What follows belongs to an exercise in optimizing a design on an open flow for small area; a production flow would make more cautious choices. Only simulation tests tie the RTL to the original design; equivalence was not proved. No driver is modelled on the clock port, so clocking that relies on it looks cheaper here than on a real chip. Power and IR drop assume default switching activity.

<file path="flow/flow/run.sh">
#!/bin/bash
# Layout flow: the standard flow, with one extra step after synthesis that
# re-maps the combinational logic of the standard synthesis netlist for area
# (ABC: deepsyn, choices, area mapping).  Flip-flops are left untouched.
# Each tool writes its full output to a log file of its own in this folder.
set -uo pipefail
W=$PWD
F=$W/flow
R=$W/orfs/results/${FLOW_PLATFORM}/vga_demo/base
LIB=$FLOW_HOME/platforms/${FLOW_PLATFORM}/lib/sky130_fd_sc_hd__tt_025C_1v80.lib
YOSYS=$FLOW_HOME/../tools/install/yosys/bin/yosys
[ -x "$YOSYS" ] || YOSYS=$(command -v yosys)

bash standard.sh synth > $W/std_synth.log 2>&1 || exit 1

cp $R/1_2_yosys.v $W/std_1_2_yosys.v
KEEP=$(grep -oE 'sky130_fd_sc_hd__(df|edf|sdf|dl|conb)[a-z0-9_]*' $W/std_1_2_yosys.v | sort -u | tr '\n' ' ')
sed -e "s#{LIB}#$LIB#g" -e "s#{IN}#$W/std_1_2_yosys.v#" -e "s#{OUT}#$W/resyn.v#g" \
    -e "s#{ABC}#$F/resyn.abc#" -e "s#{KEEP}#$KEEP#" -e "s#{DONTUSE}#$(cat $F/dont_use.txt)#" \
    $F/resyn.ys > $W/resyn.ys
timeout 1200 $YOSYS -c /dev/null -s $W/resyn.ys > $W/resyn.log 2>&1
ok=$?
# use the re-mapped netlist only if it holds the same flip-flops and only library cells
if [ $ok -eq 0 ] && [ -s $W/resyn.v ]; then
  ff() { grep -oE '^\s*sky130_fd_sc_hd__(df|edf|sdf|dl)[a-z0-9_]* \S+' $1 | sed 's/^\s*//' | sort; }
  if [ "$(ff $W/std_1_2_yosys.v)" == "$(ff $W/resyn.v)" ] && ! grep -qE '^\s*\\?\$' $W/resyn.v; then
    cp $W/resyn.v $R/1_2_yosys.v
    rm -f $R/1_synth.odb $R/1_synth.sdc
    echo "re-mapped netlist in use" >> $W/resyn.log
  else
    echo "re-mapped netlist refused; standard netlist kept" >> $W/resyn.log
  fi
fi

bash standard.sh > $W/std_finish.log 2>&1
</file>
<file path="flow/flow/dont_use.txt">
-dont_use sky130_fd_sc_hd__lpflow_bleeder_1 -dont_use sky130_fd_sc_hd__lpflow_clkbufkapwr_1 -dont_use sky130_fd_sc_hd__lpflow_clkbufkapwr_16 -dont_use sky130_fd_sc_hd__lpflow_clkbufkapwr_2 -dont_use sky130_fd_sc_hd__lpflow_clkbufkapwr_4 -dont_use sky130_fd_sc_hd__lpflow_clkbufkapwr_8 -dont_use sky130_fd_sc_hd__lpflow_clkinvkapwr_1 -dont_use sky130_fd_sc_hd__lpflow_clkinvkapwr_16 -dont_use sky130_fd_sc_hd__lpflow_clkinvkapwr_2 -dont_use sky130_fd_sc_hd__lpflow_clkinvkapwr_4 -dont_use sky130_fd_sc_hd__lpflow_clkinvkapwr_8 -dont_use sky130_fd_sc_hd__lpflow_decapkapwr_12 -dont_use sky130_fd_sc_hd__lpflow_decapkapwr_3 -dont_use sky130_fd_sc_hd__lpflow_decapkapwr_4 -dont_use sky130_fd_sc_hd__lpflow_decapkapwr_6 -dont_use sky130_fd_sc_hd__lpflow_decapkapwr_8 -dont_use sky130_fd_sc_hd__lpflow_inputiso0n_1 -dont_use sky130_fd_sc_hd__lpflow_inputiso0p_1 -dont_use sky130_fd_sc_hd__lpflow_inputiso1n_1 -dont_use sky130_fd_sc_hd__lpflow_inputiso1p_1 -dont_use sky130_fd_sc_hd__lpflow_inputisolatch_1 -dont_use sky130_fd_sc_hd__lpflow_isobufsrc_1 -dont_use sky130_fd_sc_hd__lpflow_isobufsrc_16 -dont_use sky130_fd_sc_hd__lpflow_isobufsrc_2 -dont_use sky130_fd_sc_hd__lpflow_isobufsrc_4 -dont_use sky130_fd_sc_hd__lpflow_isobufsrc_8 -dont_use sky130_fd_sc_hd__lpflow_isobufsrckapwr_16 -dont_use sky130_fd_sc_hd__lpflow_lsbuf_lh_hl_isowell_tap_1 -dont_use sky130_fd_sc_hd__lpflow_lsbuf_lh_hl_isowell_tap_2 -dont_use sky130_fd_sc_hd__lpflow_lsbuf_lh_hl_isowell_tap_4 -dont_use sky130_fd_sc_hd__lpflow_lsbuf_lh_isowell_4 -dont_use sky130_fd_sc_hd__lpflow_lsbuf_lh_isowell_tap_1 -dont_use sky130_fd_sc_hd__lpflow_lsbuf_lh_isowell_tap_2 -dont_use sky130_fd_sc_hd__lpflow_lsbuf_lh_isowell_tap_4 -dont_use sky130_fd_sc_hd__probe_p_8 -dont_use sky130_fd_sc_hd__probec_p_8 
</file>
<file path="flow/flow/resyn.abc">
strash
&get -n
&deepsyn -T 60
&put
dch -f
amap -F 40 -A 40
topo
</file>
<file path="flow/flow/resyn.ys">
# Re-map the combinational logic of the standard synthesis for area.
# The flip-flops and tie cells are kept as they are (same instances, names and cell types).
read_liberty -overwrite -ignore_miss_func -setattr liberty_cell {LIB}
read_verilog {IN}
hierarchy -top vga_demo
setattr -mod -set keep_hierarchy 1 {KEEP}
flatten
rename -hide w:_*.*
opt_clean
select vga_demo
opt -purge
abc -liberty {LIB} {DONTUSE} -script {ABC}
opt_clean -purge
hilomap -singleton -hicell sky130_fd_sc_hd__conb_1 HI -locell sky130_fd_sc_hd__conb_1 LO
setundef -zero
splitnets
opt_clean -purge
insbuf -buf sky130_fd_sc_hd__buf_4 A X
tee -o {OUT}.stat stat -liberty {LIB}
write_verilog -noattr -noexpr -nohex -nodec -selected {OUT}
</file>
<file path="flow/standard.sh">
#!/bin/bash
# synth_recipe.tcl (not shown) runs the flow's synth.tcl, then flattens the netlist and writes it again
# the make line also repeats each setting of config.mk as NAME=value (left out here)
make -C /OpenROAD-flow-scripts/flow DESIGN_CONFIG=/design/flow/config.mk WORK_HOME=/design/flow/orfs CLKGATE_MAP_FILE= SYNTH_SCRIPT=/design/flow/synth_recipe.tcl "${@:-finish}"
</file>
<file path="flow/config.mk">
export PLATFORM = sky130hd
export DESIGN_NAME = vga_demo
export DESIGN_NICKNAME = vga_demo
export VERILOG_FILES = /design/flow/design.v
export SDC_FILE = /design/flow/constraint.sdc
export NUM_CORES = 4
export LEC_CHECK = 0
export CAP_MARGIN = 20
export CORE_MARGIN = 2
export CORE_UTILIZATION = 60
export CTS_BUF_LIST = sky130_fd_sc_hd__clkbuf_8
export CTS_CLUSTER_DIAMETER = 50
export CTS_CLUSTER_SIZE = 15
export PLACE_DENSITY = 0.75
export SLEW_MARGIN = 20
</file>
<file path="flow/constraint.sdc">
create_clock -name core_clock -period 10.0 [get_ports {ClkPort}]
set_input_delay 2.0000 -clock core_clock [delete_from_list [all_inputs] [get_ports {ClkPort}]]
set_output_delay 2.0000 -clock core_clock [all_outputs]
set_load 0.01 [all_outputs]
</file>
<file path="flow/design.v">
module hvsync_generator(clk, ce, reset,vga_h_sync, vga_v_sync, inDisplayArea, CounterX, CounterY);
input clk;
input ce;
input reset;
output vga_h_sync, vga_v_sync;
output inDisplayArea;
output [9:0] CounterX;
output [9:0] CounterY;
reg [9:0] CounterX;
reg [9:0] CounterY;
reg vga_HS, vga_VS;
reg inDisplayArea;
always @(posedge clk)
begin
   if(reset)
      CounterX <= 0;
   else if(!ce)
      CounterX <= CounterX;
   else if(CounterX==10'h320)
	   CounterX <= 0;
   else
	   CounterX <= CounterX +1;
end
always @(posedge clk)
begin
   if(reset)
      CounterY<=0; 
   else if(!ce)
      CounterY <= CounterY;
   else if(CounterY==10'h209)     
      CounterY<=0;
   else if(CounterX==10'h320)     
      CounterY <= CounterY + 1;
end
always @(posedge clk)
if(reset || ce)
begin
	vga_HS <= (CounterX>655 && CounterX<752); 	 
	vga_VS <= (CounterY==490 ||CounterY==491); 	 
end 
always @(posedge clk)
   if(reset)
      inDisplayArea<=0;
   else if(ce)
	   inDisplayArea <= (CounterX<640) && (CounterY<480);
assign vga_h_sync = ~vga_HS;
assign vga_v_sync = ~vga_VS;
endmodule
`timescale 1ns / 1ps
module ee354_spinvaders_sm(Clk, ce, win, p, reset, L, R, shoot,
	position, projX, py, returnX, returnY, topY, base, alive, score);
	input Clk, ce, win, reset;
	input [3:0] p;
	input L, R, shoot;
	output reg [9:0] position;
	output reg [9:0] projX;
	output reg [7:0] py;           
	output reg [9:0] returnX;
	output reg [8:0] returnY;
	output reg [8:0] topY;         
	output reg [4:0] base;         
	output reg [14:0] alive;       
	output reg [3:0] score;
	reg dir;
	reg [2:0] selh;                
	reg [79:0] ring;
	reg found;
	reg [4:0] sel_bk;
	reg sel_dead;
	wire [4:0] head = ring[4:0];
	wire [10:0] rpd = {1'b0, returnX} + 11'd9 - {1'b0, position};
	wire go = (score == 4'd15) || (topY > 9'd310) ||
		(returnY > 9'd415 && returnY < 9'd435 && position >= 10'd10 && rpd <= 11'd18);
	wire turn = dir ? (base > 5'd25) : (base == 5'd0);
	wire [4:0] base_next = turn ? base : (dir ? base + 5'd1 : base - 5'd1);
	wire [9:0] projY = {1'b0, py, 1'b0};
	wire [11:0] f = {2'b0, projY} + 12'd16 - {3'b0, topY};
	wire prow0 = (f >= 12'd6) && (f <= 12'd26);
	wire prow1 = (f >= 12'd56) && (f <= 12'd76);
	wire prow2 = (f >= 12'd106) && (f <= 12'd126);
	wire active = !go && (projX != 10'd900) && (py != 8'd0);
	wire [11:0] g = {2'b0, projX} + 12'd64 - {6'b0, base, 1'b0};
	wire [4:0] gA, gB;
	genvar m;
	generate for (m = 0; m < 5; m = m + 1) begin : cols
		assign gA[m] = (g >= 119 + 100*m) && (g <= 159 + 100*m);
		assign gB[m] = (g >= 194 + 100*m) && (g <= 234 + 100*m);
	end endgenerate
	wire [14:0] ahit = alive & {{5{prow2}} & gA, {5{prow1}} & gB, {5{prow0}} & gA};
	wire head_alive = (p == 4'd15) ? 1'b1 : alive[p];
	wire head_row = (p < 4'd5) ? prow0 : (p < 4'd10) ? prow1 : (p < 4'd15) ? prow2 : 1'b0;
	wire [11:0] s = g + {6'b0, head, 1'b0};
	wire cand = win && active && head_row && !head_alive && (s >= 12'd994) && (s <= 12'd1034);
	wire found_eff = found && (p != 4'd0);
	wire first = cand && !found_eff;
	always @(posedge Clk) begin
		found <= found_eff | cand;
		ring <= {(head_alive | first) ? base_next : head, ring[79:5]};
		if (p == {selh, 1'b0}) begin
			sel_bk <= head;
			sel_dead <= !head_alive;
		end
	end
	wire sel_is950 = sel_dead && (sel_bk == base);
	reg [9:0] sel_init;
	reg [1:0] sel_row;
	always @(*) begin
		case (selh)
			3'd0: begin sel_init = 10'd75;  sel_row = 2'd0; end
			3'd1: begin sel_init = 10'd275; sel_row = 2'd0; end
			3'd2: begin sel_init = 10'd475; sel_row = 2'd0; end
			3'd3: begin sel_init = 10'd250; sel_row = 2'd1; end
			3'd4: begin sel_init = 10'd450; sel_row = 2'd1; end
			3'd5: begin sel_init = 10'd75;  sel_row = 2'd2; end
			3'd6: begin sel_init = 10'd275; sel_row = 2'd2; end
			default: begin sel_init = 10'd475; sel_row = 2'd2; end
		endcase
	end
	wire [9:0] selX = {base, 1'b0} + (sel_dead ? 10'd950 - {4'b0, sel_bk, 1'b0} : sel_init);
	wire [8:0] selY = topY + ((sel_row == 2'd0) ? 9'd0 : (sel_row == 2'd1) ? 9'd50 : 9'd100);
	always @(posedge Clk)
	if (reset || ce) begin
		if (reset || go)
			position <= 10'd300;
		else if (R && !L)
			position <= position + 10'd5;
		else if (L && !R)
			position <= position - 10'd5;
		if (reset) begin
			selh <= 3'd0;
			returnX <= 10'd0;
			returnY <= 9'd0;
		end else if (returnY >= 9'd480) begin
			if (sel_is950)
				selh <= selh + 3'd3;
			else begin
				returnX <= selX;
				returnY <= selY;
			end
		end else
			returnY <= returnY + 9'd10;
		if (reset || go) begin
			dir <= 1'b1;
			base <= 5'd0;
			projX <= 10'd900;
			py <= 8'd0;
			alive <= 15'h7fff;
			topY <= 9'd50;
			score <= 4'd0;
		end else begin
			base <= base_next;
			if (turn) begin
				dir <= !dir;
				topY <= topY + 9'd7;
			end
			if (projX == 10'd900) begin
				if (shoot) begin
					projX <= position;
					py <= 8'd200;
				end
			end else if (py == 8'd0)
				projX <= 10'd900;
			else if ((|ahit) || found) begin
				projX <= 10'd900;
				score <= score + 4'd1;
				alive <= alive & ~ahit;
			end else
				py <= py - 8'd5;
		end
	end
endmodule
`timescale 1ns / 1ps
module vga_demo(ClkPort, vga_h_sync, vga_v_sync, vga_r, vga_g, vga_b, Sw0, Sw1, btnU, btnR, btnL,
	St_ce_bar, St_rp_bar, Mt_ce_bar, Mt_St_oe_bar, Mt_St_we_bar,
	An0, An1, An2, An3, Ca, Cb, Cc, Cd, Ce, Cf, Cg, Dp,
	LD0, LD1, LD2, LD3, LD4, LD5, LD6, LD7);
	input ClkPort, btnU, btnR, btnL, Sw0, Sw1;
	output St_ce_bar, St_rp_bar, Mt_ce_bar, Mt_St_oe_bar, Mt_St_we_bar;
	output vga_h_sync, vga_v_sync, vga_r, vga_g, vga_b;
	output An0, An1, An2, An3, Ca, Cb, Cc, Cd, Ce, Cf, Cg, Dp;
	output LD0, LD1, LD2, LD3, LD4, LD5, LD6, LD7;
	reg vga_r, vga_g, vga_b;
	wire board_clk = ClkPort;
	wire reset = Sw0;
	reg [12:0] DIV_CLK;
	always @(posedge board_clk)
		if (reset)
			DIV_CLK <= 13'd0;
		else
			DIV_CLK <= DIV_CLK + 1'b1;
	wire pixel_ce = (DIV_CLK[1:0] == 2'b01);
	wire game_ce = (DIV_CLK == 13'h0FFF);
	wire scan_win = (DIV_CLK[12:4] == 9'h0FF);    
	assign {St_ce_bar, St_rp_bar, Mt_ce_bar, Mt_St_oe_bar, Mt_St_we_bar} = 5'b11111;
	wire inDisplayArea;
	wire [9:0] CounterX, CounterY;
	hvsync_generator syncgen(.clk(board_clk), .ce(pixel_ce), .reset(reset), .vga_h_sync(vga_h_sync),
		.vga_v_sync(vga_v_sync), .inDisplayArea(inDisplayArea), .CounterX(CounterX), .CounterY(CounterY));
	wire [9:0] position, projX, returnX;
	wire [7:0] py;
	wire [8:0] returnY, topY;
	wire [4:0] base;
	wire [14:0] alive;
	wire [3:0] score;
	ee354_spinvaders_sm Invaders(.Clk(board_clk), .ce(game_ce), .win(scan_win), .p(DIV_CLK[3:0]), .reset(reset),
		.L(btnL), .R(btnR), .shoot(btnU), .position(position), .projX(projX), .py(py),
		.returnX(returnX), .returnY(returnY), .topY(topY), .base(base), .alive(alive), .score(score));
	wire [11:0] e = {2'b0, CounterY} + 12'd16 - {3'b0, topY};
	wire row0 = (e >= 12'd6) && (e <= 12'd26);
	wire row1 = (e >= 12'd56) && (e <= 12'd76);
	wire row2 = (e >= 12'd106) && (e <= 12'd126);
	wire [11:0] q = {2'b0, CounterX} - {6'b0, base, 1'b0} + (row1 ? 12'd126 : 12'd201);
	wire [4:0] rowalive = ({5{row0}} & alive[4:0]) | ({5{row1}} & alive[9:5]) | ({5{row2}} & alive[14:10]);
	wire [4:0] col;
	genvar m;
	generate for (m = 0; m < 5; m = m + 1) begin : cols
		assign col[m] = (q >= 256 + 100*m) && (q <= 296 + 100*m);
	end endgenerate
	wire R = |(rowalive & col);
	wire [10:0] gx = {1'b0, CounterX} + 11'd20 - {1'b0, position};
	wire G = (CounterY >= 10'd415) && (CounterY <= 10'd435) && (position >= 10'd20) && (gx <= 11'd40);
	wire [10:0] pxd = {1'b0, CounterX} + 11'd2 - {1'b0, projX};
	wire [10:0] pyd = {1'b0, CounterY} + 11'd5 - {2'b0, py, 1'b0};
	wire [10:0] rxd = {1'b0, CounterX} + 11'd2 - {1'b0, returnX};
	wire [10:0] ryd = {1'b0, CounterY} + 11'd5 - {2'b0, returnY};
	wire B = (|projX[9:1] && pxd <= 11'd4 && py >= 8'd3 && pyd <= 11'd10) ||
		 (|returnX[9:1] && rxd <= 11'd4 && returnY >= 9'd5 && ryd <= 11'd10);
	always @(posedge board_clk)
	if (reset || pixel_ce) begin
		vga_r <= R & inDisplayArea;
		vga_g <= G & inDisplayArea;
		vga_b <= B & inDisplayArea;
	end
	assign {LD0, LD1, LD2, LD3, LD4, LD5, LD6, LD7} = {1'b0, 1'b0, Sw1, 1'b1, reset, 1'b0, 1'b0, 1'b0};
	wire [1:0] ssdscan_clk = DIV_CLK[10:9];
	assign An0 = !(ssdscan_clk == 2'b00);
	assign An1 = !(ssdscan_clk == 2'b01);
	assign An2 = !(ssdscan_clk == 2'b10);
	assign An3 = !(ssdscan_clk == 2'b11);
	reg [6:0] seg;
	always @(*)
		case (score)
			4'b0000: seg = 7'b0000001;
			4'b0001: seg = 7'b1001111;
			4'b0010: seg = 7'b0010010;
			4'b0011: seg = 7'b0000110;
			4'b0100: seg = 7'b1001100;
			4'b0101: seg = 7'b0100100;
			4'b0110: seg = 7'b0100000;
			4'b0111: seg = 7'b0001111;
			4'b1000: seg = 7'b0000000;
			4'b1001: seg = 7'b0000100;
			4'b1010: seg = 7'b0001000;
			4'b1011: seg = 7'b1100000;
			4'b1100: seg = 7'b0110001;
			4'b1101: seg = 7'b1000010;
			4'b1110: seg = 7'b0110000;
			default: seg = 7'b0111000;
		endcase
	assign {Ca, Cb, Cc, Cd, Ce, Cf, Cg, Dp} = {seg | {7{(ssdscan_clk != 2'b00) || (score == 4'd15)}}, 1'b1};
endmodule
</file>
==> impl_results.md, run 1 <==
- Outcome: complete, no violations
- Pre-Repair DR Iteration Count: 7
- Final worst slack: 3.84 ns
- Max-Cap Viols: 0
- Top Ports: 36
- Cell Int Power: 1.67 mW
- Min-delay worst type: reg -> reg
- Mux share of post-synthesis cell area: 1.79%
- Clock group share of total power: 24.6%
- Root Driver: clkbuf_8
- Iter 0 DRT Violations: 1330
- Setup crit start kind: register
- Sequential Power Share: 43.9%
- DP HPWL: 30700 um
- Yosys reg bits: 217
- Final Max Tran Viols: 0
- Core ar.: 26100 um2
- Crit Path Max Fanout: 7
- Crit path buffers/inverters: 4
- # setup viols final: 0
- Clock Sinks: 217
- Vias: 13200
- Final period util: 61.6%
- Final Skew: 0.0273 ns
- Slew HR: 28.5%
- Worst setup EP type: register
- Period minus WS final: 6.16 ns
- Global route overflow: 0
- Post-DR wirelength/cell: 18.4 um
- Combinational fraction of design power: 31.6%
- Post-cts sizing count: 0
- Pwr Density: 153 nW/um2
- Largest family of logic cells by synthesized area: simple AND/OR/NAND/NOR gates
- Post-CTS Setup Inserts: 0
- Die ar.: 27900 um2
- Crit path kind: reg -> reg
- Setup TNS: 0 ns
- Proportion of layout cells with a drive suffix above 1: 5.21%
- Initial antenna violation count: 0
- Vias in the first global route: 12400
- Clk slew on worst S/H paths: 0.09 ns
- Top cell type's share of synthesized area: 17.9%
- CTS tree: yes
- Pleak: 7.13 nW
- Async SR Flop Fraction: 0%
- Hold slack: 0.320 ns
- Adder-Cell Fraction of Synth Area: 16.0%
- Sequential area share after synthesis: 33.2%
- Clock buffer depth: 3
- Compound-gate portion of the synthesized area: 16.7%
- Synth Flop Type: dfxtp_1
- Area grow syn2layout: 5.91%
- Drt drc: 0
- Switching share of power: 35.3%
- Finished layout cell area: 16900 um2
- Fin. Hold Viols: 0
- Critical Path Slowest Stage Cell: edfxtp_1
- Req. time, crit path: 10.31 ns
- Number of diodes: 0
- Area leader, netlist: edfxtp_1
- # rows: 59
- Total chip power: 2.58 mW
- Largest net degree at the start of global routing: 45
- Initial core utilization: 61.2%
- Vias per inst: 6.12
- Worst skew pair latency: 0.57 ns
- Cell count after placement: 2111
- Final GP Congestion: 0.990
- Fmax: 0.162 GHz
- Overall routing resource usage: 27.8%
- Die Wd: 167 um
- WL final: 39700 um
- Post-Synth XOR/XNOR Area: 8.72%
- Yosys warning total: 3
- Finished Core Util: 64.9%
- H-Tree Depth: 1
- Cell family with most CP delay: compound AO/OA/AOI/OAI gates
- Cell count after synthesis: 1801
- Port-buffer cells: 21
- First-pass GRT wire length: 63300 um
- VDD IR max: 0.175 mV
- Worst path arrival time: 6.47 ns
- Synth unique cells: 86
- Psw: 913 uW
- Syn Std Cell Area: 16000 um2
- # nets final: 2005
- Top post-synthesis cells by area: edfxtp_1, dfxtp_1, ha_1
- CTS buffer count: 25
- Max stage delay on crit path: 0.43 ns
- Worst-Margin Slew: 1.07 ns
- Placed Area: 16400 um2
- ANT nets after route: 0
- EDFF count, synth: 95
- Final non-filler cell total: 2157
- Simple-gate portion of the synthesized area: 17.9%
- Cts hold-fix bufs: 0
- RSZ-0062 raised after global routing: no
- Syn_area_per_cell: 8.86 um2
- Die Ht: 167 um
- DP Worst Slack: 3.91 ns
[routing by layer]
layer | track usage, % | wire (um)
met5 | 0 | 0
met4 | 9.26 | 1400
met3 | 3.57 | 2950
met2 | 45.1 | 17700
met1 | 38.7 | 17700
[logic make-up after synthesis]
| group | Yosys count |
|---|---|
| DFF | 217 |
| other | 2 |
| xor gates and xnor gates | 158 |
| adders and majority gates | 196 |
| AOI/OAI and AO/OA | 410 |
| buffers and inverters | 223 |
| and+or+nand+nor | 573 |
| muxes | 22 |
[power by group through the flow]
stage	Clock (mW)	Combinational [mW]	Sequential, mW
after global routing	0.680	0.904	1.15
after CTS	0.647	0.800	1.14
final	0.635	0.815	1.13
after detailed placement	0	0.793	1.15
after global placement	0	0.777	1.15
after floorplan	0	0.631	1.12
[sequential cells by signal, summed over array words and instances, names as in the netlist, 3 cells and up]
register	count
DIV_CLK	13
Invaders.alive	15
Invaders.base	5
Invaders.position	10
Invaders.projX	10
Invaders.py	8
Invaders.returnX	10
Invaders.returnY	9
Invaders.ring	80
Invaders.score	4
Invaders.sel_bk	5
Invaders.selh	3
Invaders.topY	9
seg	7
syncgen.CounterX	10
syncgen.CounterY	10
[worst paths after layout]
kind / startpoint / to / slack, ns / cells past startpoint
max reg2reg: Invaders.topY[2]$_SDFFCE_PP0P_ / vga_r$_DFFE_PP_ / 3.84 / 32
min: Invaders.ring[50]$_DFF_P_ / Invaders.ring[45]$_DFF_P_ / 0.32 / 0
max: Invaders.topY[2]$_SDFFCE_PP0P_ / vga_r$_DFFE_PP_ / 3.84 / 32
min reg2reg: Invaders.ring[50]$_DFF_P_ / Invaders.ring[45]$_DFF_P_ / 0.32 / 0
[Yosys cell counts (all sizes together) (47+ instances only)]
master  number
dfxtp      122
inv        158
edfxtp      95
nor3        61
xor2        63
a21o        47
xnor2       95
a21oi      120
nand2      132
nor2       146
ha         182
o21ai       85
[cells in the final DEF (no fill, tap or decap), drive strengths merged, types with 6 or more instances in the layout]
cell and instances:
ha 182, inv 170, nor2 146, nand2 132, dfxtp 122, a21oi 120, edfxtp 95, xnor2 95
o21ai 85, xor2 63, nor3 61, a21o 47, nand3 42, nand4 31, nor2b 28, nand2b 27
clkbuf 25, a31oi 21, clkdlybuf4s50 20, and3 19, or3 19, nor4 19, a211oi 18, o21bai 17
or2 15, fa 14, o21a 12, conb 12, o22ai 11, and2 11, o211ai 11, buf 10
mux2i 9, mux2 9, or4 7, a222oi 7, o31ai 7, o2111ai 6, clkinv 6
[final cells by class]
cell class / count / area, um2
Clock inverter: 21 / 179
Sequential cell: 217 / 5300
Timing Repair Buffer: 30 / 273
Multi-Input combinational cell: 1371 / 9800
Tap cell: 335 / 419
Fill cell: 2212 / 9160
Clock buffer: 25 / 344
Inverter: 158 / 593
==> run 2, diff against run 1 <==
--- a/flow/flow/run.sh
+++ b/flow/flow/run.sh
@@ -18,7 +18,7 @@
 sed -e "s#{LIB}#$LIB#g" -e "s#{IN}#$W/std_1_2_yosys.v#" -e "s#{OUT}#$W/resyn.v#g" \
     -e "s#{ABC}#$F/resyn.abc#" -e "s#{KEEP}#$KEEP#" -e "s#{DONTUSE}#$(cat $F/dont_use.txt)#" \
     $F/resyn.ys > $W/resyn.ys
-timeout 1200 $YOSYS -c /dev/null -s $W/resyn.ys > $W/resyn.log 2>&1
+timeout 1200 $YOSYS -s $W/resyn.ys > $W/resyn.log 2>&1
 ok=$?
 # use the re-mapped netlist only if it holds the same flip-flops and only library cells
 if [ $ok -eq 0 ] && [ -s $W/resyn.v ]; then
==> run 2 against run 1 <==
Clock skew grew 0.0040 ns. Sequential power hardly changed. Critical path type unchanged. Core utilization is 1.6 points higher. Setup slack got worse by 0.32 ns. Combinational power decreased by 34%. First-iteration DRC count decreased by 14%. Clock power grew 5.8%. Global-route usage grew 5.8 points. Routed wire length down 8.5%. Critical endpoint is now seg[6]$_DFF_P_. Still clean. Via count decreased by 8.3%.
==> impl_results.md, run 2 <==
- H-Tree Depth: 1
- Core ar.: 20000 um2
- Crit path kind: reg -> reg
- Overall routing resource usage: 33.6%
- Cell count after synthesis: 1576
- Critical Path Slowest Stage Cell: a2111oi_0
- # rows: 52
- Worst-Margin Slew: 1.09 ns
- Vias in the first global route: 11000
- Slew HR: 26.8%
- Iter 0 DRT Violations: 1144
- Final worst slack: 3.52 ns
- Finished layout cell area: 13300 um2
- Post-cts sizing count: 0
- CTS tree: yes
- Port-buffer cells: 21
- Most frequent CP cell: nor2_1
- Syn_area_per_cell: 7.71 um2
- Pleak: 4.46 nW
- Drt drc: 0
- First-pass GRT wire length: 57400 um
- Placed Area: 12700 um2
- Final GP Congestion: 1.00
- # nets final: 1644
- Total chip power: 2.35 mW
- Fmax: 0.154 GHz
- Req. time, crit path: 10.47 ns
- VDD IR max: 0.205 mV
- DRT met1 WL: 15300 um
- DP HPWL: 27700 um
- Final non-filler cell total: 1929
- Vias per inst: 6.28
- Top Ports: 36
- Max Used Layer: met4
- WL final: 36300 um
- # setup viols final: 0
- Worst setup EP type: register
- Max reg flops: 80
- Pre-Repair DR Iteration Count: 8
- Root Driver: clkbuf_8
- Final Skew: 0.0312 ns
- Cts hold-fix bufs: 0
- Crit Path Max Fanout: 9
- Die Wd: 146 um
- Setup crit start kind: register
- ANT nets after route: 0
- Proportion of layout cells with a drive suffix above 1: 3.62%
- Outcome: complete, no violations
- Pwr Density: 177 nW/um2
- CTS buffer count: 28
- Number of diodes: 0
- Worst path arrival time: 6.95 ns
- Initial antenna violation count: 1
- Post-CTS Setup Inserts: 0
- Clock Sinks: 217
- Highest-count cells in the layout ignoring fill and taps: nor2_1, clkinv_1, o21ai_0
- RSZ-0062 raised after global routing: no
- Largest Register: Invaders.ring
- Final Max Tran Viols: 0
- Vias: 12100
- Largest registers: Invaders.ring x80, Invaders.alive x15, DIV_CLK x13
- Fin. Hold Viols: 0
- Clk slew on worst S/H paths: 0.09 ns
- Yosys warning total: 3
- Largest net degree at the start of global routing: 36
- Area grow syn2layout: 9.57%
- Commonest non-fill, non-tap cell in the layout: nor2_1
- Cell count after placement: 1878
- Hold slack: 0.322 ns
- Worst skew pair latency: 0.60 ns
- Met3 wire len: 3750 um
- Max-Cap Viols: 0
- DP Worst Slack: 3.71 ns
- Clock buffer depth: 3
- Setup TNS: 0 ns
- Finished Core Util: 66.5%
- Syn Std Cell Area: 12200 um2
- Global route overflow: 0
- Fill cell count: 1773
- Initial core utilization: 60.6%
- Min-delay worst type: reg -> reg
- Post-DR wirelength/cell: 18.8 um
- Final period util: 64.8%
- Max stage delay on crit path: 0.57 ns
- Die Ht: 146 um
- Die ar.: 21400 um2
- Met2 wire len: 15900 um
- Period minus WS final: 6.48 ns
==> run 2: final cells by class <==
cell class / instances / area (um2) / share of cell area, %
sequential: 217 / 5300 / 39.8
tap: 270 / 338 / 2.54
timing repair buffer: 34 / 308 / 2.31
multi-input combinational: 1133 / 5970 / 44.8
clock inverter: 23 / 181 / 1.36
inverter: 224 / 841 / 6.31
clock buffer: 28 / 385 / 2.89
==> run 2: critical path, delay by kind of cell, from the launching register on <==
family | cells | cell delay (ns)
AO/OA/AOI/OAI | 18 | 4.10
buffers and inverters | 4 | 0.84
flip-flops | 1 | 0.53
AND/OR/NAND/NOR | 7 | 0.89
==> run 2: worst paths after layout <==
kind | start | end | slack (ns) | depth (start not counted)
max | Invaders.topY[1]$_SDFFCE_PP1P_ | seg[6]$_DFF_P_ | 3.52 | 29
min reg2reg | Invaders.ring[36]$_DFF_P_ | Invaders.ring[31]$_DFF_P_ | 0.32 | 0
min | Invaders.ring[36]$_DFF_P_ | Invaders.ring[31]$_DFF_P_ | 0.32 | 0
max reg2reg | Invaders.topY[1]$_SDFFCE_PP1P_ | seg[6]$_DFF_P_ | 3.52 | 29
==> run 2: metal layers <==
| metal | GRT usage, % | vias to the layer above |
|---|---|---|
| met2 | 52.4 | 604 |
| met3 | 7.66 | 93 |
| met5 | 0 | - |
| met4 | 13.0 | 0 |
| met1 | 46.0 | 5540 |
| li1 | - | 5872 |
==> run 2: power by group <==
group          switching (mW)  internal [mW]  leakage [nW]  total (mW)
Clock                   0.386          0.285         0.308       0.672
Sequential             0.0761           1.07          1.89        1.14
Combinational           0.355          0.183          2.25       0.537
Total                   0.817           1.54          4.46        2.35
==> run 3, diff against run 2 <==
--- a/flow/design.v
+++ b/flow/design.v
@@ -48,7 +48,7 @@
 endmodule
 `timescale 1ns / 1ps
 module ee354_spinvaders_sm(Clk, ce, win, p, reset, L, R, shoot,
-	position, projX, py, returnX, returnY, topY, base, alive, score);
+	position, projX, py, returnX, returnY, topY, base, alive, score, prow, ahit);
 	input Clk, ce, win, reset;
 	input [3:0] p;
 	input L, R, shoot;
@@ -61,6 +61,8 @@
 	output reg [4:0] base;         
 	output reg [14:0] alive;       
 	output reg [3:0] score;
+	output [2:0] prow;             
+	input [14:0] ahit;             
 	reg dir;
 	reg [2:0] selh;                
 	reg [79:0] ring;
@@ -79,17 +81,11 @@
 	wire prow1 = (f >= 12'd56) && (f <= 12'd76);
 	wire prow2 = (f >= 12'd106) && (f <= 12'd126);
 	wire active = !go && (projX != 10'd900) && (py != 8'd0);
-	wire [11:0] g = {2'b0, projX} + 12'd64 - {6'b0, base, 1'b0};
-	wire [4:0] gA, gB;
-	genvar m;
-	generate for (m = 0; m < 5; m = m + 1) begin : cols
-		assign gA[m] = (g >= 119 + 100*m) && (g <= 159 + 100*m);
-		assign gB[m] = (g >= 194 + 100*m) && (g <= 234 + 100*m);
-	end endgenerate
-	wire [14:0] ahit = alive & {{5{prow2}} & gA, {5{prow1}} & gB, {5{prow0}} & gA};
+	assign prow = {prow2, prow1, prow0};
 	wire head_alive = (p == 4'd15) ? 1'b1 : alive[p];
 	wire head_row = (p < 4'd5) ? prow0 : (p < 4'd10) ? prow1 : (p < 4'd15) ? prow2 : 1'b0;
-	wire [11:0] s = g + {6'b0, head, 1'b0};
+	wire [5:0] t = {1'b0, head} - {1'b0, base};
+	wire [11:0] s = {2'b0, projX} + {{5{t[5]}}, t, 1'b0} + 12'd64;
 	wire cand = win && active && head_row && !head_alive && (s >= 12'd994) && (s <= 12'd1034);
 	wire found_eff = found && (p != 4'd0);
 	wire first = cand && !found_eff;
@@ -204,27 +200,37 @@
 	wire [3:0] score;
 	ee354_spinvaders_sm Invaders(.Clk(board_clk), .ce(game_ce), .win(scan_win), .p(DIV_CLK[3:0]), .reset(reset),
 		.L(btnL), .R(btnR), .shoot(btnU), .position(position), .projX(projX), .py(py),
-		.returnX(returnX), .returnY(returnY), .topY(topY), .base(base), .alive(alive), .score(score));
+		.returnX(returnX), .returnY(returnY), .topY(topY), .base(base), .alive(alive), .score(score),
+		.prow(prow), .ahit(colhit));
 	wire [11:0] e = {2'b0, CounterY} + 12'd16 - {3'b0, topY};
 	wire row0 = (e >= 12'd6) && (e <= 12'd26);
 	wire row1 = (e >= 12'd56) && (e <= 12'd76);
 	wire row2 = (e >= 12'd106) && (e <= 12'd126);
-	wire [11:0] q = {2'b0, CounterX} - {6'b0, base, 1'b0} + (row1 ? 12'd126 : 12'd201);
-	wire [4:0] rowalive = ({5{row0}} & alive[4:0]) | ({5{row1}} & alive[9:5]) | ({5{row2}} & alive[14:10]);
+	wire hitchk = game_ce && !reset;
+	wire [2:0] prow;
+	wire [2:0] rsel = hitchk ? prow : {row2, row1, row0};
+	wire [9:0] xin = hitchk ? projX : CounterX;
+	wire [11:0] q = {2'b0, xin} - {6'b0, base, 1'b0} + (rsel[1] ? 12'd126 : 12'd201);
 	wire [4:0] col;
 	genvar m;
 	generate for (m = 0; m < 5; m = m + 1) begin : cols
 		assign col[m] = (q >= 256 + 100*m) && (q <= 296 + 100*m);
 	end endgenerate
-	wire R = |(rowalive & col);
-	wire [10:0] gx = {1'b0, CounterX} + 11'd20 - {1'b0, position};
-	wire G = (CounterY >= 10'd415) && (CounterY <= 10'd435) && (position >= 10'd20) && (gx <= 11'd40);
-	wire [10:0] pxd = {1'b0, CounterX} + 11'd2 - {1'b0, projX};
-	wire [10:0] pyd = {1'b0, CounterY} + 11'd5 - {2'b0, py, 1'b0};
-	wire [10:0] rxd = {1'b0, CounterX} + 11'd2 - {1'b0, returnX};
-	wire [10:0] ryd = {1'b0, CounterY} + 11'd5 - {2'b0, returnY};
-	wire B = (|projX[9:1] && pxd <= 11'd4 && py >= 8'd3 && pyd <= 11'd10) ||
-		 (|returnX[9:1] && rxd <= 11'd4 && returnY >= 9'd5 && ryd <= 11'd10);
+	wire [14:0] colhit = alive & {{5{rsel[2]}} & col, {5{rsel[1]}} & col, {5{rsel[0]}} & col};
+	wire R = |colhit;
+	wire [10:0] gx = {1'b0, CounterX} - {1'b0, position};
+	wire G = (CounterY >= 10'd415) && (CounterY <= 10'd435) && (position >= 10'd20) &&
+		((gx[10:5] == 6'b000000 && gx[4:0] <= 5'd20) || (gx[10:5] == 6'b111111 && gx[4:0] >= 5'd12));
+	wire [10:0] pxd = {1'b0, CounterX} - {1'b0, projX};
+	wire [10:0] pyd = {1'b0, CounterY} - {2'b0, py, 1'b0};
+	wire [10:0] rxd = {1'b0, CounterX} - {1'b0, returnX};
+	wire [10:0] ryd = {1'b0, CounterY} - {2'b0, returnY};
+	wire pxin = (pxd[10:2] == 9'h000 && pxd[1:0] != 2'b11) || (pxd[10:1] == 10'h3ff);
+	wire rxin = (rxd[10:2] == 9'h000 && rxd[1:0] != 2'b11) || (rxd[10:1] == 10'h3ff);
+	wire pyin = (pyd[10:3] == 8'h00 && pyd[2:0] <= 3'd5) || (pyd[10:3] == 8'hff && pyd[2:0] >= 3'd3);
+	wire ryin = (ryd[10:3] == 8'h00 && ryd[2:0] <= 3'd5) || (ryd[10:3] == 8'hff && ryd[2:0] >= 3'd3);
+	wire B = (|projX[9:1] && pxin && py >= 8'd3 && pyin) ||
+		 (|returnX[9:1] && rxin && returnY >= 9'd5 && ryin);
 	always @(posedge board_clk)
 	if (reset || pixel_ce) begin
 		vga_r <= R & inDisplayArea;
==> run 3 against run 2 <==
Critical path depth is 15 higher. Via count is 5.9% lower. Register-to-register slack worse by 2.4 ns.
==> impl_results.md, run 3 <==
- Cell count after synthesis: 1484
- Finished layout cell area: 13000 um2
- Vias per inst: 6.23
- CTS buffer count: 26
- Cell count after placement: 1781
- Global route overflow: 0
- Pwr Density: 180 nW/um2
- DP HPWL: 24700 um
- ANT nets after route: 0
- Vias in the first global route: 10200
- Die Ht: 144 um
- Port-buffer cells: 21
- Pleak: 4.43 nW
- Slew HR: 24.1%
- Drt drc: 0
- Clock buffer depth: 3
- Setup TNS: 0 ns
- Outcome: complete, no violations
- Final Max Tran Viols: 0
- Final non-filler cell total: 1830
- WL final: 32700 um
- Die Wd: 144 um
- # nets final: 1550
- Most frequent CP cell: nor2_1
- Req. time, crit path: 10.44 ns
- Worst-Margin Slew: 1.13 ns
- Proportion of layout cells with a drive suffix above 1: 3.77%
- Fin. Hold Viols: 0
- Initial antenna violation count: 0
- Cell family with most CP delay: compound AO/OA/AOI/OAI gates
- Commonest non-fill, non-tap cell in the layout: nor2_1
- Crit Path Max Fanout: 19
- Yosys warning total: 3
- R2R setup slack: 1.16 ns
- VDD IR max: 0.185 mV
- Crit path buffers/inverters: 7
- Setup crit start kind: register
- Worst skew pair latency: 0.59 ns
- Final Skew: 0.0269 ns
- Worst hold endpoint: Invaders.ring[23]$_DFF_P_
- Min-delay src: Invaders.ring[28]$_DFF_P_
- R2r endpoint: seg[3]$_DFF_P_
- RSZ-0062 raised after global routing: no
- H-Tree Depth: 1
- FF-to-FF path depth: 44
- Min-delay worst type: reg -> reg
- Fill cell count: 1671
- Fmax: 0.113 GHz
- Max stage delay on crit path: 0.48 ns
- Final period util: 88.4%
- Iter 0 DRT Violations: 1093
- Vias: 11400
- # rows: 51
- Clock Sinks: 217
- Critical R2R Launch: Invaders.topY[1]$_SDFFCE_PP1P_
- Syn Std Cell Area: 11800 um2
- Die ar.: 20700 um2
- CTS tree: yes
- Crit path kind: reg -> reg
- Met3 wire len: 2980 um
- Post-DR wirelength/cell: 17.9 um
- Worst path arrival time: 9.27 ns
- # setup viols final: 0
- DRT met1 WL: 14200 um
- First-pass GRT wire length: 52000 um
- Highest-count cells in the layout ignoring fill and taps: nor2_1, clkinv_1, a21oi_1
- Root Driver: clkbuf_8
- Hold Crit Depth: 0
- Core ar.: 19300 um2
- Final GP Congestion: 0.985
- Worst setup EP type: register
- Pre-Repair DR Iteration Count: 6
- Total chip power: 2.34 mW
- Max reg flops: 80
- Post-CTS Setup Inserts: 0
- Syn_area_per_cell: 7.92 um2
- Overall routing resource usage: 31.9%
- Placed Area: 12300 um2
- Area grow syn2layout: 10.3%
- Period minus WS final: 8.84 ns
- Initial core utilization: 60.8%
- Largest net degree at the start of global routing: 32
- Top Ports: 36
- Max Used Layer: met4
- Met2 wire len: 14400 um
- Critical Path Slowest Stage Cell: edfxtp_1
- Largest registers: Invaders.ring x80, Invaders.alive x15, DIV_CLK x13
- Largest Register: Invaders.ring
- Clk slew on worst S/H paths: 0.09 ns
- Max-Cap Viols: 0
==> run 3: repair_timing <==
action                                  CTS  global route
endpoints found under the setup margin    0             3
gates resized for setup                   0             2
hold buffers                              0             0
==> run 3: how the worst max path moves through the flow <==
stage,endpoint,from,slack [ns],cells past startpoint
floorplan,seg[3]$_DFF_P_,Sw0,1.72,36
global placement,seg[3]$_DFF_P_,Sw0,1.36,38
detailed placement,seg[3]$_DFF_P_,Sw0,0.96,38
CTS,seg[3]$_DFF_P_,syncgen.CounterY[1]$_SDFFE_PP0P_,1.20,46
global route,seg[3]$_DFF_P_,Invaders.topY[1]$_SDFFCE_PP1P_,0.09,44
finish,seg[3]$_DFF_P_,Invaders.topY[1]$_SDFFCE_PP1P_,1.16,44
==> run 3: final cells by class <==
type	count	area, um2	area share, %
clock buffers	26	358	2.76
clock inverters	22	254	1.96
well taps	265	332	2.56
diodes	1	2.50	0.0193
flip-flops and latches	217	5300	40.9
repair buffers	34	308	2.37
inverters	187	702	5.42
multi-input cells	1078	5710	44.1
==> run 3: layer usage <==
layer	GRT usage (%)	vias up
li1	-	5603
met3	5.46	89
met1	44.5	5189
met5	0	-
met4	12.1	0
met2	49.9	518
==> run 3: metrics by stage <==
step	worst slack [ns]	hold WS, ns	utilization [%]
finish	1.16	0.328	67.0
global route	0.0926	0.336	67.0
CTS	1.20	0.327	67.0
detailed placement	0.960	0.312	63.8
global placement	1.36	0.310	63.8
floorplan	1.72	0.310	-
==> run 3: where the power goes <==
group / switching, mW / leakage (nW) / total, mW / internal [mW]
Combinational: 0.322 / 2.22 / 0.502 / 0.180
Clock: 0.380 / 0.322 / 0.705 / 0.325
Sequential: 0.0695 / 1.88 / 1.13 / 1.06
==> run 4, diff against run 3 <==
--- a/flow/flow/run.sh
+++ b/flow/flow/run.sh
@@ -2,6 +2,8 @@
 # Layout flow: the standard flow, with one extra step after synthesis that
 # re-maps the combinational logic of the standard synthesis netlist for area
 # (ABC: deepsyn, choices, area mapping).  Flip-flops are left untouched.
+# After global placement the port buffers are made the smallest buffer, and after
+# clock tree synthesis its dummy loads are removed.
 # Each tool writes its full output to a log file of its own in this folder.
 set -uo pipefail
 W=$PWD
@@ -32,4 +34,9 @@
   fi
 fi
 
+OPENROAD=$(command -v openroad || echo $FLOW_HOME/../tools/install/OpenROAD/bin/openroad)
+bash standard.sh $R/3_3_place_gp.odb > $W/std_place_gp.log 2>&1 || exit 1
+EDIT_DB=$R/3_3_place_gp.odb $OPENROAD -no_init -exit $F/edit_ports.tcl > $W/edit_ports.log 2>&1
+bash standard.sh $R/4_1_cts.odb > $W/std_cts.log 2>&1 || exit 1
+EDIT_DB=$R/4_1_cts.odb $OPENROAD -no_init -exit $F/edit_cts.tcl > $W/edit_cts.log 2>&1
 bash standard.sh > $W/std_finish.log 2>&1
==> flow/flow/edit_cts.tcl (new file) <==
# Remove the dummy loads that clock tree synthesis adds to balance its leaf nets.
read_db $::env(EDIT_DB)
set block [ord::get_db_block]
set n 0
foreach inst [$block getInsts] {
  if {[string match clkload* [$inst getName]]} {
    odb::dbInst_destroy $inst
    incr n
  }
}
puts "dummy clock loads removed: $n"
write_db $::env(EDIT_DB)
==> flow/flow/edit_ports.tcl (new file) <==
# Port buffers: the smallest buffer of the library (every port keeps its buffer).
read_db $::env(EDIT_DB)
set block [ord::get_db_block]
set master [[ord::get_db] findMaster sky130_fd_sc_hd__buf_1]
set n 0
foreach inst [$block getInsts] {
  if {[regexp {^(input|output)[0-9]+$} [$inst getName]] &&
      [[$inst getMaster] getName] eq "sky130_fd_sc_hd__clkdlybuf4s50_1"} {
    $inst swapMaster $master
    incr n
  }
}
puts "port buffers resized: $n"
write_db $::env(EDIT_DB)
--- a/flow/config.mk
+++ b/flow/config.mk
@@ -11,5 +11,6 @@
 export CTS_BUF_LIST = sky130_fd_sc_hd__clkbuf_8
 export CTS_CLUSTER_DIAMETER = 50
 export CTS_CLUSTER_SIZE = 15
+export GPL_TIMING_DRIVEN = 0
 export PLACE_DENSITY = 0.75
 export SLEW_MARGIN = 20
==> run 4 against run 3 <==
Setup slack got worse by 0.14 ns. Critical path depth is 2 higher. Non-clock buffer count up 6. Sequential power hardly changed. Core utilization decreased by 1.5 points. Area after synthesis unchanged. Power fell by 9.2%. Hold slack got worse by 0.030 ns. Largest cell class unchanged.
==> impl_results.md, run 4 <==
- Hold slack: 0.298 ns
- Die ar.: 20700 um2
- Post-DR wirelength/cell: 17.4 um
- Most frequent CP cell: nor2_1
- Min-delay worst type: reg -> reg
- Clk slew on worst S/H paths: 0.09 ns
- First-pass GRT wire length: 50400 um
- Fin. Hold Viols: 0
- Largest net degree at the start of global routing: 33
- CTS tree: yes
- Final Skew: 0.0812 ns
- Vias per inst: 6.18
- Worst-Margin Slew: 1.06 ns
- Clock buffer depth: 3
- Max reg flops: 80
- Pre-Repair DR Iteration Count: 6
- Largest registers: Invaders.ring x80, Invaders.alive x15, DIV_CLK x13
- GR Util met1: 42.9%
- Highest-count cells in the layout ignoring fill and taps: nor2_1, clkinv_1, a21oi_1
- Proportion of layout cells with a drive suffix above 1: 3.68%
- VDD IR max: 0.187 mV
- # setup viols final: 0
- Fmax: 0.111 GHz
- Final period util: 89.8%
- Crit path kind: reg -> reg
- Worst skew pair latency: 0.57 ns
- ANT nets after route: 0
- R2R setup slack: 1.02 ns
- Largest Register: Invaders.ring
- Initial antenna violation count: 1
- Die Wd: 144 um
- Pwr Density: 167 nW/um2
- DP Worst Slack: -0.925 ns
- Met3 usage: 4.17%
- Cell count after placement: 1785
- Max-Cap Viols: 0
- Met2 usage: 50.4%
- Die Ht: 144 um
- Area grow syn2layout: 7.80%
- Critical Path Slowest Stage Cell: edfxtp_1
- H-Tree Depth: 1
- Overall routing resource usage: 30.8%
- Syn Std Cell Area: 11800 um2
- Worst setup EP type: register
- Cts hold-fix bufs: 0
- WL final: 31600 um
- Iter 0 DRT Violations: 1073
- Final GP Congestion: 0.952
- # nets final: 1555
- Final Max Tran Viols: 0
- Final non-filler cell total: 1814
- Top Ports: 36
- Worst path arrival time: 9.40 ns
- Vias in the first global route: 10100
- Commonest non-fill, non-tap cell in the layout: nor2_1
- Drt drc: 0
- Finished Core Util: 65.5%
- Clock Sinks: 217
- Fill cell count: 1720
- Pleak: 4.26 nW
- Global route overflow: 0
- Yosys warning total: 3
- Outcome: complete, no violations
- GR peak layer: met2
- CTS buffer count: 24
- Core ar.: 19300 um2
- Cell count after synthesis: 1484
- Slew HR: 29.6%
- Root Driver: clkbuf_8
- Port-buffer cells: 22
- Max stage delay on crit path: 0.49 ns
- RSZ-0062 raised after global routing: no
- Syn_area_per_cell: 7.92 um2
- # rows: 51
- Crit Path Max Fanout: 19
- Req. time, crit path: 10.42 ns
- Period minus WS final: 8.98 ns
- Final worst slack: 1.02 ns
- Initial core utilization: 60.8%
- Setup crit start kind: register
- Vias: 11200
- DP HPWL: 23800 um
run 4: worst paths after layout:
path / start / depth (start not counted) / to
setup / recovery: Invaders.topY[1]$_SDFFCE_PP1P_ / 46 / seg[3]$_DFF_P_
hold / removal: Invaders.ring[61]$_DFF_P_ / 0 / Invaders.ring[56]$_DFF_P_
setup reg to reg: Invaders.topY[1]$_SDFFCE_PP1P_ / 46 / seg[3]$_DFF_P_
hold reg to reg: Invaders.ring[61]$_DFF_P_ / 0 / Invaders.ring[56]$_DFF_P_
run 4: stage by stage:
| step | total power [mW] | cell area (um2) | TNS [ns] |
|---|---|---|---|
| 6_report | 2.12 | 12700 | 0 |
| 5_1_grt | 2.24 | 12700 | 0 |
| 4_1_cts | 2.26 | 12800 | 0 |
| 3_5_place_dp | 1.63 | 12300 | -4.69 |
| 3_3_place_gp | 1.62 | 12300 | -42.89 |
| 2_1_floorplan | 1.49 | 11800 | 0 |
run 4: timing repair:
action	4_1_cts	5_1_grt
setup endpoints to repair	3	7
gates cloned	0	1
resized for setup	1	10
setup buffers	0	2
hold endpoints to repair	0	0
run 4: area by class of cell:
cell class	count	area [um2]	share of cell area [%]
antenna	2	5.00	0.0395
sequential	217	5300	41.8
inverter	187	709	5.60
multi-input combinational	1078	5760	45.5
clock buffer	24	330	2.61
buffer	12	90.1	0.711
timing repair buffer	28	139	1.10
tap	265	332	2.62
timing repair inverter	1	5.00	0.0395
run 4: where the power goes:
group	internal [mW]	switching, mW	total, mW	leakage [nW]
sequential	1.06	0.0687	1.13	1.88
combinational	0.172	0.327	0.498	2.20
clock	0.213	0.281	0.494	0.173
run 4: worst max-delay path: cells and delay by family, from the launching register on:
family                 cells  cell delay [ns]
buffers and inverters      5             0.81
flip-flops                 1             0.49
AND/OR/NAND/NOR           21             3.37
AO/OA/AOI/OAI             20             4.17
run 4: metal layers:
metal / part of all wire [%] / vias to the layer above
li1: - / 5595
met3: 7.9 / 56
met2: 45 / 465
met4: 2.6 / 0
met5: 0 / -
met1: 45 / 5098
==> run 5, diff against run 4 <==
--- a/flow/config.mk
+++ b/flow/config.mk
@@ -11,6 +11,5 @@
 export CTS_BUF_LIST = sky130_fd_sc_hd__clkbuf_8
 export CTS_CLUSTER_DIAMETER = 50
 export CTS_CLUSTER_SIZE = 15
-export GPL_TIMING_DRIVEN = 0
 export PLACE_DENSITY = 0.75
 export SLEW_MARGIN = 20
==> run 5 against run 4 <==
Core utilization down 0.50 points. Sequential cell count unchanged. Combinational power down 1%. Area after synthesis unchanged. Still clean. Non-clock buffer count down 6. Sequential share of layout area up 0.32 points. Sequential power about the same. Largest cell class unchanged. Register-to-register slack better by 0.10 ns.
==> impl_results.md, run 5 <==
- Cts hold-fix bufs: 0
- Die ar.: 20700 um2
- RSZ-0062 raised after global routing: no
- Period minus WS final: 8.88 ns
- Pre-Repair DR Iteration Count: 6
- Max-Cap Viols: 0
- Core ar.: 19300 um2
- Largest registers: Invaders.ring x80, Invaders.alive x15, DIV_CLK x13
- Commonest non-fill, non-tap cell in the layout: nor2_1
- Proportion of layout cells with a drive suffix above 1: 2.59%
- Setup crit start kind: register
- Post-CTS Setup Inserts: 0
- Max stage delay on crit path: 0.62 ns
- Top Ports: 36
- Post-DR wirelength/cell: 18.1 um
- Initial core utilization: 60.8%
- Clock buffer depth: 3
- Min-delay worst type: reg -> reg
- Worst skew pair latency: 0.58 ns
- Placed Area: 12200 um2
- Largest Register: Invaders.ring
- Crit path buffers/inverters: 6
- Root Driver: clkbuf_8
- Crit path kind: reg -> reg
- Reg area: 5300 um2
- Syn_area_per_cell: 7.92 um2
- Final GP Congestion: 0.985
- Largest net degree at the start of global routing: 32
- VDD IR max: 0.176 mV
- CTS tree: yes
- Clk slew on worst S/H paths: 0.09 ns
- DP HPWL: 24800 um
- First-pass GRT wire length: 51300 um
- Critical Path Slowest Stage Cell: dfxtp_1
- Die Ht: 144 um
- Finished Core Util: 65.0%
- Worst path arrival time: 9.30 ns
- Final Max Tran Viols: 0
- H-Tree Depth: 1
- Worst-Margin Slew: 1.05 ns
- Pwr Density: 170 nW/um2
- Syn Std Cell Area: 11800 um2
- Pleak: 4.23 nW
- Fin. Hold Viols: 0
- Final period util: 88.8%
- Highest-count cells in the layout ignoring fill and taps: nor2_1, clkinv_1, a21oi_1
- Max reg flops: 80
- Iter 0 DRT Violations: 1057
- Port-buffer cells: 21
- Global route overflow: 0
- Post-cts sizing count: 0
- # nets final: 1550
- Req. time, crit path: 10.42 ns
- Vias per inst: 6.26
- Most frequent CP cell: nor2_1
- Outcome: complete, no violations
- Cell count after placement: 1781
- Finished layout cell area: 12600 um2
- Overall routing resource usage: 31.7%
- Crit Path Max Fanout: 19
- Fill cell count: 1699
- Final non-filler cell total: 1807
- WL final: 32700 um
- Cell count after synthesis: 1484
- Cell family with most CP delay: compound AO/OA/AOI/OAI gates
- Setup TNS: 0 ns
- Area of the multi-input gates: 5710 um2
- Number of diodes: 0
- Clock Sinks: 217
- CTS buffer count: 26
- Die Wd: 144 um
- Slew HR: 29.6%
- ANT nets after route: 0
- Final Skew: 0.0652 ns
- Drt drc: 0
- Fmax: 0.113 GHz
- Worst setup EP type: register
- Initial antenna violation count: 0
- Yosys warning total: 3
- Vias: 11300
- # rows: 51
- Total chip power: 2.14 mW
- Vias in the first global route: 10000
- # setup viols final: 0
- Area grow syn2layout: 6.98%
## run 5: worst paths after layout
check                                   startpoint                        end  slack, ns  depth (start not counted)
setup / recovery  syncgen.CounterY[1]$_SDFFE_PP0P_             seg[3]$_DFF_P_       1.12                         46
hold reg to reg          Invaders.ring[30]$_DFF_P_  Invaders.ring[25]$_DFF_P_       0.31                          0
setup reg to reg  syncgen.CounterY[1]$_SDFFE_PP0P_             seg[3]$_DFF_P_       1.12                         46
hold / removal           Invaders.ring[30]$_DFF_P_  Invaders.ring[25]$_DFF_P_       0.31                          0
## run 5: stage by stage
step / setup slack, ns / hold WS [ns]
3_5_place_dp: 1.27 / 0.312
4_1_cts: 1.29 / 0.328
5_1_grt: 0.0601 / 0.313
2_1_floorplan: 1.72 / 0.310
6_report: 1.12 / 0.314
3_3_place_gp: 1.36 / 0.310
## run 5: final cells by class
class	count	share of cell area [%]
well taps	265	2.64
repair buffers	34	1.40
flip-flops and latches	217	42.1
clock buffers	26	2.85
inverters	187	5.58
multi-input cells	1078	45.4
## run 5: worst register-to-register path: cells and delay by family, from the launching register on
family,cells,cell delay [ns]
flops,1,0.62
compound gates,20,3.91
buf+inv,6,1.06
simple gates,20,3.19
## run 5: power breakdown
group	total (mW)	switching, mW	internal, mW	leakage [nW]
logic	0.491	0.322	0.169	2.16
registers	1.13	0.0686	1.06	1.88
clock network	0.521	0.292	0.230	0.187
## run 5: per-layer routing
layer	track usage [%]	vias up	share of wire, %
li1	-	5566	-
met1	43.4	5174	43
met5	0	-	0
met4	11.9	0	3.8
met2	49.6	472	44
met3	6.76	92	9.1
==> run 6, diff against run 5 <==
--- a/flow/config.mk
+++ b/flow/config.mk
@@ -9,7 +9,7 @@
 export CORE_MARGIN = 2
 export CORE_UTILIZATION = 60
 export CTS_BUF_LIST = sky130_fd_sc_hd__clkbuf_8
-export CTS_CLUSTER_DIAMETER = 50
-export CTS_CLUSTER_SIZE = 15
+export CTS_CLUSTER_DIAMETER = 80
+export CTS_CLUSTER_SIZE = 16
 export PLACE_DENSITY = 0.75
 export SLEW_MARGIN = 20
==> run 6 against run 5 <==
Sequential power barely moved. First-iteration DRC count fell by 2.7%. Area after synthesis did not move. Critical endpoint unchanged. Hold slack got worse by 0.015 ns. Die area did not move. Via count fell by 0.13%. Non-clock buffer count did not move. Largest power group unchanged. Still clean on timing, DRC and antenna. Clock power fell by 16%.
==> impl_results.md, run 6 <==
- Global route overflow: 0
- Cell count after synthesis: 1484
- Clock Sinks: 217
- Crit Path Max Fanout: 19
- Vias: 11300
- Max stage delay on crit path: 0.48 ns
- Yosys warning total: 3
- FF-to-FF path depth: 46
- Setup TNS: 0 ns
- Iter 0 DRT Violations: 1028
- Largest registers: Invaders.ring x80, Invaders.alive x15, DIV_CLK x13
- Max-Cap Viols: 0
- Clk slew on worst S/H paths: 0.10 ns
- Crit path buffers/inverters: 6
- Post-CTS Setup Inserts: 0
- Min-delay worst type: reg -> reg
- Clock buffer depth: 3
- Cell family with most CP delay: compound AO/OA/AOI/OAI gates
- R2r endpoint: seg[3]$_DFF_P_
- Worst path arrival time: 9.15 ns
- Critical Path Slowest Stage Cell: edfxtp_1
- Syn Std Cell Area: 11800 um2
- Final Skew: 0.0952 ns
- Area grow syn2layout: 6.06%
- Setup crit start kind: register
- Req. time, crit path: 10.35 ns
- Largest net degree at the start of global routing: 32
- Fmax: 0.114 GHz
- Drt drc: 0
- Worst skew pair latency: 0.56 ns
- VDD IR max: 0.169 mV
- Port-buffer cells: 21
- Highest-count cells in the layout ignoring fill and taps: nor2_1, clkinv_1, a21oi_1
- Commonest non-fill, non-tap cell in the layout: nor2_1
- Crit path kind: reg -> reg
- Max reg flops: 80
- # setup viols final: 0
- Fill cell count: 1724
- Total chip power: 2.06 mW
- # rows: 51
- CTS buffer count: 18
- Critical R2R Launch: Invaders.topY[1]$_SDFFCE_PP1P_
- Die Wd: 144 um
- Post-DR wirelength/cell: 18.1 um
- Worst-Margin Slew: 1.04 ns
- CP endpoint: seg[3]$_DFF_P_
- Proportion of layout cells with a drive suffix above 1: 2.15%
- Final period util: 88.0%
- Pre-Repair DR Iteration Count: 8
- DP HPWL: 24800 um
- Die ar.: 20700 um2
- Die Ht: 144 um
- Largest Register: Invaders.ring
- Outcome: complete, no violations
- CP startpoint: Invaders.topY[1]$_SDFFCE_PP1P_
- H-Tree Depth: 1
- First-pass GRT wire length: 51100 um
- Overall routing resource usage: 31.5%
- R2R setup slack: 1.20 ns
- Syn_area_per_cell: 7.92 um2
- Top Ports: 36
- Vias in the first global route: 9976
- Most frequent CP cell: nor2_1
- Stages on the worst setup path: 46
- Root Driver: clkbuf_8
- Initial antenna violation count: 0
- Pwr Density: 165 nW/um2
- CTS tree: yes
- Worst setup EP type: register
- WL final: 32600 um
- Slew HR: 30.7%
- Fin. Hold Viols: 0
- ANT nets after route: 0
- Final Max Tran Viols: 0
- Number of diodes: 0
- Final GP Congestion: 0.985
- Initial core utilization: 60.8%
- Core ar.: 19300 um2
- RSZ-0062 raised after global routing: no
- Period minus WS final: 8.80 ns
- # nets final: 1542
- Pleak: 4.18 nW
- Vias per inst: 6.28
==> run 6: worst min path at each step <==
| stage | startpoint | cells after the start | slack (ns) | end |
|---|---|---|---|---|
| 2_1_floorplan | Invaders.ring[5]$_DFF_P_ | 0 | 0.31 | Invaders.ring[0]$_DFF_P_ |
| 3_5_place_dp | Invaders.ring[69]$_DFF_P_ | 0 | 0.31 | Invaders.ring[64]$_DFF_P_ |
| 6_report | Invaders.ring[47]$_DFF_P_ | 0 | 0.30 | Invaders.ring[42]$_DFF_P_ |
| 5_1_grt | Invaders.ring[14]$_DFF_P_ | 0 | 0.32 | Invaders.ring[9]$_DFF_P_ |
| 4_1_cts | Invaders.ring[14]$_DFF_P_ | 0 | 0.31 | Invaders.ring[9]$_DFF_P_ |
| 3_3_place_gp | Invaders.ring[52]$_DFF_P_ | 0 | 0.31 | Invaders.ring[47]$_DFF_P_ |
==> run 6: per-layer routing <==
metal  GRT usage [%]  vias to the layer above  part of all wire, %
li1                -                     5546                    -
met4            11.8                        0                  3.5
met3            5.63                       85                  8.7
met1            43.6                     5145                   44
met5               0                        -                    0
met2            49.6                      513                   44
==> run 6: timing repair <==
item / 4_1_cts / 5_1_grt
endpoints found under the setup margin: 0 / 3
gates resized for setup: 0 / 1
endpoints found under the hold margin: 0 / 0
hold buffers: 0 / 0
==> run 6: worst register-to-register path, delay by kind of cell (launching register included) <==
| family | cells | cell delay, ns |
|---|---|---|
| AND/OR/NAND/NOR | 20 | 3.21 |
| flip-flops | 1 | 0.48 |
| AO/OA/AOI/OAI | 20 | 3.97 |
| buffers and inverters | 6 | 1.00 |
==> run 6: stage by stage <==
step,cell area [um2],utilization [%],setup WS [ns],cells,hold slack (ns)
final,12500,64.5,1.20,1799,0.299
after global routing,12500,64.5,0.148,1799,0.316
after CTS,12500,64.8,1.19,1813,0.312
after detailed placement,12200,63.1,1.27,1781,0.312
after global placement,12300,63.8,1.36,1781,0.310
after floorplan,11800,-,1.72,1494,0.310
==> run 6: cell type report <==
cell class | instances | area, um2 | share of cell area [%]
Sequential cell | 217 | 5300 | 42.5
Timing Repair Buffer | 34 | 176 | 1.42
Multi-Input combinational cell | 1078 | 5710 | 45.8
Tap cell | 265 | 332 | 2.66
Clock buffer | 18 | 248 | 1.99
Inverter | 187 | 702 | 5.63
==> run 6: power breakdown <==
part           internal, mW  total [mW]  switching, mW
combinational         0.169       0.491          0.322
clock                 0.162       0.437          0.275
sequential             1.06        1.13         0.0685
==> run 7, diff against run 6 <==
--- a/flow/config.mk
+++ b/flow/config.mk
@@ -9,7 +9,7 @@
 export CORE_MARGIN = 2
 export CORE_UTILIZATION = 60
 export CTS_BUF_LIST = sky130_fd_sc_hd__clkbuf_8
-export CTS_CLUSTER_DIAMETER = 80
-export CTS_CLUSTER_SIZE = 16
+export CTS_CLUSTER_DIAMETER = 70
+export CTS_CLUSTER_SIZE = 19
 export PLACE_DENSITY = 0.75
 export SLEW_MARGIN = 20
==> run 7 against run 6 <==
Global-route usage shrank 0.069 points. Largest cell class unchanged. Sequential share of layout area about the same. Via count is 0.24% lower. Largest power group unchanged. Critical endpoint unchanged. Setup slack got worse by 0.11 ns. Clock skew down 0.046 ns. Still clean. Sequential cell count is the same. Die area unchanged. Routed wire length rose by 0.11%. Power about the same. Combinational power hardly changed.
==> impl_results.md, run 7 <==
- Post-CTS Setup Inserts: 0
- Max stage delay on crit path: 0.64 ns
- # setup viols final: 0
- Cts hold-fix bufs: 0
- Die Wd: 144 um
- Crit Path Max Fanout: 19
- Die ar.: 20700 um2
- Fin. Hold Viols: 0
- Pre-Repair DR Iteration Count: 7
- Most frequent CP cell: nor2_1
- Placed Area: 12200 um2
- Slew HR: 31.7%
- Pwr Density: 165 nW/um2
- H-Tree Depth: 1
- Yosys warning total: 3
- Drt drc: 0
- Outcome: complete, no violations
- Finished Core Util: 64.5%
- Setup crit start kind: register
- Total chip power: 2.06 mW
- Critical Path Slowest Stage Cell: dfxtp_1
- Setup TNS: 0 ns
- Initial core utilization: 60.8%
- DP Worst Slack: 1.27 ns
- Syn_area_per_cell: 7.92 um2
- Top Ports: 36
- Commonest non-fill, non-tap cell in the layout: nor2_1
- Final GP Congestion: 0.985
- Fmax: 0.112 GHz
- Combinational fraction of design power: 23.9%
- Final period util: 89.1%
- Post-DR wirelength/cell: 18.1 um
- Die Ht: 144 um
- DP HPWL: 24800 um
- WL final: 32600 um
- Switching share of power: 32.3%
- # nets final: 1542
- Vias: 11300
- Overall routing resource usage: 31.5%
- Largest net degree at the start of global routing: 32
- Cell count after synthesis: 1484
- Worst skew pair latency: 0.53 ns
- R2R setup slack: 1.09 ns
- Iter 0 DRT Violations: 1003
- Highest-count cells in the layout ignoring fill and taps: nor2_1, clkinv_1, a21oi_1
- # rows: 51
- Final worst slack: 1.09 ns
- VDD IR max: 0.174 mV
- Fill cell count: 1716
- Clk slew on worst S/H paths: 0.11 ns
- CTS buffer count: 18
- Clock group share of total power: 21.2%
- Proportion of layout cells with a drive suffix above 1: 2.09%
- Post-cts sizing count: 0
- Vias per inst: 6.26
- Req. time, crit path: 10.40 ns
- Min-delay worst type: reg -> reg
- Syn Std Cell Area: 11800 um2
- Psw: 663 uW
- Clock Sinks: 217
- RSZ-0062 raised after global routing: no
- Number of diodes: 0
- Pleak: 4.18 nW
- Root Driver: clkbuf_8
- Clock buffer depth: 3
- Max reg flops: 80
- Initial antenna violation count: 0
- First-pass GRT wire length: 51000 um
- Max-Cap Viols: 0
- Period minus WS final: 8.91 ns
- Global route overflow: 0
- Worst-Margin Slew: 1.02 ns
- Final Skew: 0.0492 ns
- Finished layout cell area: 12500 um2
- Worst path arrival time: 9.31 ns
- Final Max Tran Viols: 0
- Cell Int Power: 1.39 mW
- Largest Register: Invaders.ring
- Largest registers: Invaders.ring x80, Invaders.alive x15, DIV_CLK x13
- Area grow syn2layout: 6.05%
- Sequential Power Share: 54.9%
- Worst setup EP type: register
- Crit path kind: reg -> reg
- Core ar.: 19300 um2
- Port-buffer cells: 21
- ANT nets after route: 0
- Vias in the first global route: 9961
- CTS tree: yes
==> run 7: final timing paths <==
check	cells past startpoint	from	to
worst min-delay path	0	Invaders.ring[30]$_DFF_P_	Invaders.ring[25]$_DFF_P_
worst max-delay path	46	syncgen.CounterY[1]$_SDFFE_PP0P_	seg[3]$_DFF_P_
worst min register to register	0	Invaders.ring[30]$_DFF_P_	Invaders.ring[25]$_DFF_P_
worst max register to register	46	syncgen.CounterY[1]$_SDFFE_PP0P_	seg[3]$_DFF_P_
==> run 7: critical path: cells and delay by family, from the launching register on <==
kind	cells	cell delay, ns
DFF	1	0.64
buffers and inverters	6	1.06
AOI/OAI and AO/OA	20	3.93
and+or+nand+nor	20	3.15
==> run 7: area by class of cell <==
cell class	instances	area [um2]	area share (%)
multi-input cells	1078	5710	45.8
flip-flops and latches	217	5300	42.5
inverters	187	702	5.63
well taps	265	332	2.66
clock buffers	18	248	1.99
repair buffers	34	176	1.42
==> run 7: power groups by stage <==
stage | combinational (mW) | clock, mW | sequential (mW)
3_5_place_dp | 0.477 | 0 | 1.15
2_1_floorplan | 0.370 | 0 | 1.12
4_1_cts | 0.479 | 0.559 | 1.13
6_report | 0.491 | 0.436 | 1.13
3_3_place_gp | 0.476 | 0 | 1.14
5_1_grt | 0.548 | 0.468 | 1.14
==> run 7: per-stage QoR <==
step,hold WS [ns],instances
detailed placement,0.312,1781
global route,0.305,1799
global placement,0.310,1781
finish,0.294,1799
CTS,0.324,1813
floorplan,0.310,1494
==> run 7: metal layers <==
| layer | wire length (um) | vias up | GRT usage [%] |
|---|---|---|---|
| met1 | 14200 | 5139 | 43.1 |
| li1 | - | 5545 | - |
| met2 | 14200 | 488 | 49.7 |
| met3 | 2940 | 90 | 6.43 |
| met4 | 1250 | 0 | 11.1 |
| met5 | 0 | - | 0 |

Re-timed with assumed drivers on the ports (clkbuf_16 on the clock, buf_2 on other inputs), run 7 has 1.093 ns of setup slack against 1.093 ns with ideal ports, and 1.093 ns once port delays also move by the mid clock arrival of 0.551 ns.
